Background: an optimization exercise with open tools, aiming at small area. Do not read the settings as production practice. In this exercise RTL edits were held to simulation tests only and were not proved equivalent to the original. Power is estimated from default activity; no workload was simulated.

## tamagotchi_top
module tamagotchi_top (
    input        clk,
    input        reset,        
    input        btn_salud,    
    input        btn_ali,      
    input        btn_reset,    
    input        btn_test,     
    input        ult,          
    input        gyro,         
    output       rs,
    output       rw,
    output       enable,
    output [7:0] data,
    output [6:0] seg_display,
    output       clk_out,
    output       an,
    output       tstled
);
export LEC_CHECK = 0
export ABC_AREA = 1
export CAP_MARGIN = 20
export CORE_MARGIN = 2
export CORE_UTILIZATION = 40
export SLEW_MARGIN = 20
create_clock -name core_clock -period 10.0 [get_ports {clk}]
standard.sh (not shown) runs the stock make flow with config.mk's settings and CLKGATE_MAP_FILE= SYNTH_SCRIPT=/design/flow/synth_recipe.tcl, a recipe that flattens the netlist after the stock synthesis.
==> flow/flow/run.sh <==
#!/bin/bash
# Layout: the standard ORFS flow, with three changes:
#  1. after the standard synthesis, the combinational logic between the
#     registers is re-optimised and re-mapped with Yosys/ABC (&deepsyn with
#     eight seeds, then amap; the smallest result is kept). The registers
#     (names and cells) are left exactly as the standard synthesis made
#     them, and a new netlist is used only if Yosys proves it equivalent to
#     the standard one (otherwise the standard one is kept);
#  2. the port buffers are buf_1 cells;
#  3. the clock tree is built of clkbuf_8 cells, without dummy loads.
# Each tool writes its full output to a log here: synth.log, remap_<seed>.log,
# equiv_<seed>.log, flow.log, and ORFS's per-step logs under orfs/logs/.
set -euo pipefail
W=$(pwd)
YOSYS=$FLOW_HOME/../tools/install/yosys/bin/yosys
LIB=$FLOW_HOME/platforms/sky130hd/lib/sky130_fd_sc_hd__tt_025C_1v80.lib
R=$W/orfs/results/sky130hd/tamagotchi_top/base

bash standard.sh synth > synth.log 2>&1
cp $R/1_2_yosys.v $W/std_netlist.v

DU="-dont_use *probe* -dont_use *lpflow* -dont_use *clkbuf* -dont_use *dly* -dont_use *buf_* -dont_use *sdf* -dont_use *edf* -dont_use *df* -dont_use *dl*"
remap() {   # remap SEED: writes remap_SEED.v and remap_SEED.area if it is proven equivalent
  local S=$1
  printf 'strash\n&get -n\n&deepsyn -T 120 -S %s\n&put\ndch -f\namap\n' $S > $W/remap_$S.abc
  $YOSYS -l remap_$S.log -p "read_liberty -ignore_miss_func -ignore_miss_dir $LIB; \
    blackbox sky130_fd_sc_hd__dfxtp_1 sky130_fd_sc_hd__dfxtp_2 sky130_fd_sc_hd__dfxtp_4 sky130_fd_sc_hd__edfxtp_1 sky130_fd_sc_hd__conb_1; \
    read_verilog $W/std_netlist.v; hierarchy -top $FLOW_TOP; flatten; opt -purge; \
    abc -liberty $LIB $DU -script $W/remap_$S.abc; opt_clean -purge; \
    hilomap -singleton -hicell sky130_fd_sc_hd__conb_1 HI -locell sky130_fd_sc_hd__conb_1 LO; \
    insbuf -buf sky130_fd_sc_hd__buf_1 A X; splitnets; opt_clean -purge; \
    write_verilog -noattr -noexpr -nohex -nodec $W/remap_$S.v; \
    tee -o $W/remap_$S.stat stat -liberty $LIB" > /dev/null 2>&1 || return 0
  grep -q "assign" $W/remap_$S.v && return 0
  $YOSYS -l equiv_$S.log -p "read_liberty -ignore_miss_func -ignore_miss_dir $LIB; \
    read_verilog $W/std_netlist.v; rename $FLOW_TOP gold; read_verilog $W/remap_$S.v; rename $FLOW_TOP gate; \
    flatten gold gate; techmap; opt_clean; async2sync; equiv_make gold gate eq; hierarchy -top eq; \
    equiv_simple -seq 2; equiv_induct -seq 2; equiv_status -assert" > /dev/null 2>&1 || return 0
  grep "Chip area" $W/remap_$S.stat | awk '{print $NF}' > $W/remap_$S.area
}
for S in 1 2 3 4; do remap $S & done
wait
for S in 5 6 7 8; do remap $S & done
wait

BEST=""; BESTA=""
for S in 1 2 3 4 5 6 7 8; do
  if [[ -s $W/remap_$S.area ]]; then
    A=$(cat $W/remap_$S.area)
    if [[ -z "$BEST" ]] || awk "BEGIN{exit !($A < $BESTA)}"; then BEST=$S; BESTA=$A; fi
  fi
done
if [[ -n "$BEST" ]]; then
  echo "remapped netlist used: seed $BEST, area $BESTA" > remap_result.txt
  cp $W/remap_$BEST.v $R/1_2_yosys.v
  rm -f $R/1_synth.odb $R/1_synth.sdc
else
  echo "standard netlist kept" > remap_result.txt
fi

bash standard.sh \
  "BUFFER_PORTS_ARGS=-buffer_cell sky130_fd_sc_hd__buf_1" \
  "CTS_ARGS=-sink_clustering_enable -repair_clock_nets -buf_list sky130_fd_sc_hd__clkbuf_8 -root_buf sky130_fd_sc_hd__clkbuf_8 -sink_clustering_size 20 -sink_clustering_max_diameter 60 -dont_use_dummy_load" \
  finish > flow.log 2>&1
Next try:
--- a/flow/flow/run.sh
+++ b/flow/flow/run.sh
@@ -3,10 +3,10 @@
 #  1. after the standard synthesis, the combinational logic between the
 #     registers is re-optimised and re-mapped with Yosys/ABC (&deepsyn with
-#     eight seeds, then amap; the smallest result is kept). The registers
+#     a few seeds, then amap; the smallest result is kept). The registers
 #     (names and cells) are left exactly as the standard synthesis made
 #     them, and a new netlist is used only if Yosys proves it equivalent to
 #     the standard one (otherwise the standard one is kept);
 #  2. the port buffers are buf_1 cells;
-#  3. the clock tree is built of clkbuf_8 cells, without dummy loads.
+#  3. the clock tree is built of clkbuf_4 cells (a clkbuf_8 root), without dummy loads.
 # Each tool writes its full output to a log here: synth.log, remap_<seed>.log,
 # equiv_<seed>.log, flow.log, and ORFS's per-step logs under orfs/logs/.
@@ -41,9 +41,7 @@
 for S in 1 2 3 4; do remap $S & done
 wait
-for S in 5 6 7 8; do remap $S & done
-wait
 
 BEST=""; BESTA=""
-for S in 1 2 3 4 5 6 7 8; do
+for S in 1 2 3 4; do
   if [[ -s $W/remap_$S.area ]]; then
     A=$(cat $W/remap_$S.area)
@@ -61,4 +59,4 @@
 bash standard.sh \
   "BUFFER_PORTS_ARGS=-buffer_cell sky130_fd_sc_hd__buf_1" \
-  "CTS_ARGS=-sink_clustering_enable -repair_clock_nets -buf_list sky130_fd_sc_hd__clkbuf_8 -root_buf sky130_fd_sc_hd__clkbuf_8 -sink_clustering_size 20 -sink_clustering_max_diameter 60 -dont_use_dummy_load" \
+  "CTS_ARGS=-sink_clustering_enable -repair_clock_nets -buf_list sky130_fd_sc_hd__clkbuf_4 -root_buf sky130_fd_sc_hd__clkbuf_8 -sink_clustering_size 10 -sink_clustering_max_diameter 40 -dont_use_dummy_load" \
   finish > flow.log 2>&1
The changed run produced a clean layout. Die area stays the same. Cell area stays the same. Count of clock-buffer cells in the layout does not change. Power does not change. Hold slack stays the same. Setup slack is unchanged. Fmax stays the same. Synthesized area stays the same. Clock skew is unchanged. First-iteration DRC count does not change. Final cell count is unchanged.
Next try:
--- a/flow/flow/run.sh
+++ b/flow/flow/run.sh
@@ -8,5 +8,5 @@
 #     the standard one (otherwise the standard one is kept);
 #  2. the port buffers are buf_1 cells;
-#  3. the clock tree is built of clkbuf_4 cells (a clkbuf_8 root), without dummy loads.
+#  3. the clock tree is built of clkbuf_8 cells, without dummy loads.
 # Each tool writes its full output to a log here: synth.log, remap_<seed>.log,
 # equiv_<seed>.log, flow.log, and ORFS's per-step logs under orfs/logs/.
@@ -59,4 +59,4 @@
 bash standard.sh \
   "BUFFER_PORTS_ARGS=-buffer_cell sky130_fd_sc_hd__buf_1" \
-  "CTS_ARGS=-sink_clustering_enable -repair_clock_nets -buf_list sky130_fd_sc_hd__clkbuf_4 -root_buf sky130_fd_sc_hd__clkbuf_8 -sink_clustering_size 10 -sink_clustering_max_diameter 40 -dont_use_dummy_load" \
+  "CTS_ARGS=-sink_clustering_enable -repair_clock_nets -buf_list sky130_fd_sc_hd__clkbuf_8 -root_buf sky130_fd_sc_hd__clkbuf_8 -sink_clustering_size 20 -sink_clustering_max_diameter 60 -dont_use_dummy_load" \
   finish > flow.log 2>&1
After rerunning: Setup slack is unchanged; cell area does not change; critical path depth does not change; via count stays the same; clock skew is unchanged; global-route usage stays the same; non-clock buffer count does not change; flip-flop and latch count does not change; combinational power is about the same.
Next try:
--- a/flow/flow/run.sh
+++ b/flow/flow/run.sh
@@ -3,5 +3,6 @@
 #  1. after the standard synthesis, the combinational logic between the
 #     registers is re-optimised and re-mapped with Yosys/ABC (&deepsyn with
-#     a few seeds, then amap; the smallest result is kept). The registers
+#     eight seeds, then amap, and a second pass from the best of those;
+#     the smallest result is kept). The registers
 #     (names and cells) are left exactly as the standard synthesis made
 #     them, and a new netlist is used only if Yosys proves it equivalent to
@@ -21,10 +22,10 @@
 
 DU="-dont_use *probe* -dont_use *lpflow* -dont_use *clkbuf* -dont_use *dly* -dont_use *buf_* -dont_use *sdf* -dont_use *edf* -dont_use *df* -dont_use *dl*"
-remap() {   # remap SEED: writes remap_SEED.v and remap_SEED.area if it is proven equivalent
-  local S=$1
-  printf 'strash\n&get -n\n&deepsyn -T 120 -S %s\n&put\ndch -f\namap\n' $S > $W/remap_$S.abc
+remap() {   # remap SEED INPUT: writes remap_SEED.v and remap_SEED.area if it is proven equivalent
+  local S=$1 IN=$2
+  printf 'strash\n&get -n\n&deepsyn -T 150 -S %s\n&put\ndch -f\namap\n' $S > $W/remap_$S.abc
   $YOSYS -l remap_$S.log -p "read_liberty -ignore_miss_func -ignore_miss_dir $LIB; \
     blackbox sky130_fd_sc_hd__dfxtp_1 sky130_fd_sc_hd__dfxtp_2 sky130_fd_sc_hd__dfxtp_4 sky130_fd_sc_hd__edfxtp_1 sky130_fd_sc_hd__conb_1; \
-    read_verilog $W/std_netlist.v; hierarchy -top $FLOW_TOP; flatten; opt -purge; \
+    read_verilog $IN; hierarchy -top $FLOW_TOP; flatten; opt -purge; \
     abc -liberty $LIB $DU -script $W/remap_$S.abc; opt_clean -purge; \
     hilomap -singleton -hicell sky130_fd_sc_hd__conb_1 HI -locell sky130_fd_sc_hd__conb_1 LO; \
@@ -39,14 +40,24 @@
   grep "Chip area" $W/remap_$S.stat | awk '{print $NF}' > $W/remap_$S.area
 }
-for S in 1 2 3 4; do remap $S & done
+pick() {   # pick SEEDS...: sets BEST/BESTA to the smallest proven result so far
+  for S in "$@"; do
+    if [[ -s $W/remap_$S.area ]]; then
+      A=$(cat $W/remap_$S.area)
+      if [[ -z "$BEST" ]] || awk "BEGIN{exit !($A < $BESTA)}"; then BEST=$S; BESTA=$A; fi
+    fi
+  done
+}
+BEST=""; BESTA=""
+for S in 1 2 3 4; do remap $S $W/std_netlist.v & done
 wait
-
-BEST=""; BESTA=""
-for S in 1 2 3 4; do
-  if [[ -s $W/remap_$S.area ]]; then
-    A=$(cat $W/remap_$S.area)
-    if [[ -z "$BEST" ]] || awk "BEGIN{exit !($A < $BESTA)}"; then BEST=$S; BESTA=$A; fi
-  fi
-done
+for S in 5 6 7 8; do remap $S $W/std_netlist.v & done
+wait
+pick 1 2 3 4 5 6 7 8
+if [[ -n "$BEST" ]]; then
+  cp $W/remap_$BEST.v $W/round1_best.v
+  for S in 11 12 13 14; do remap $S $W/round1_best.v & done
+  wait
+  pick 11 12 13 14
+fi
 if [[ -n "$BEST" ]]; then
   echo "remapped netlist used: seed $BEST, area $BESTA" > remap_result.txt
Effect: Wire length fell by about 0.9%; first-iteration DRC count fell by about 22%; synthesized area is about the same; clock-buffer cell count is unchanged; hold slack got worse by 0.011 ns; clock skew rose by 0.0062 ns; die area hardly moves; sequential power hardly moves.

## re-timing with driven ports
The flow's constraints put no driver on any port. The routed layouts listed below were extracted and timed again, unchanged, in two steps. Step 1: set_driving_cell puts a clkbuf_16 on clk and a buf_2 on each other input, an assumption about the parent block. Step 2 also shifts input and output timing later by t, the mid clock arrival at the registers, as if the neighbouring blocks saw the same clock. Slacks: ideal / step 1 / step 2; pairs: ideal / step 1.
| run | t (ns) | slack for setup (ns) | worst setup path at the end | latest minus earliest clock arrival (ns) |
|---|---|---|---|---|
| the first run | 0.403 | 3.062 / 3.025 / 3.428 | register to output | 0.022 / 0.021 |
| the second run | 0.403 | 3.062 / 3.025 / 3.428 | register to output | 0.022 / 0.021 |
| the third run | 0.403 | 3.062 / 3.025 / 3.428 | register to output | 0.022 / 0.021 |
| the fourth run | 0.388 | 3.447 / 3.411 / 3.799 | register to output | 0.027 / 0.027 |
After both steps setup and hold are still met in every run listed.
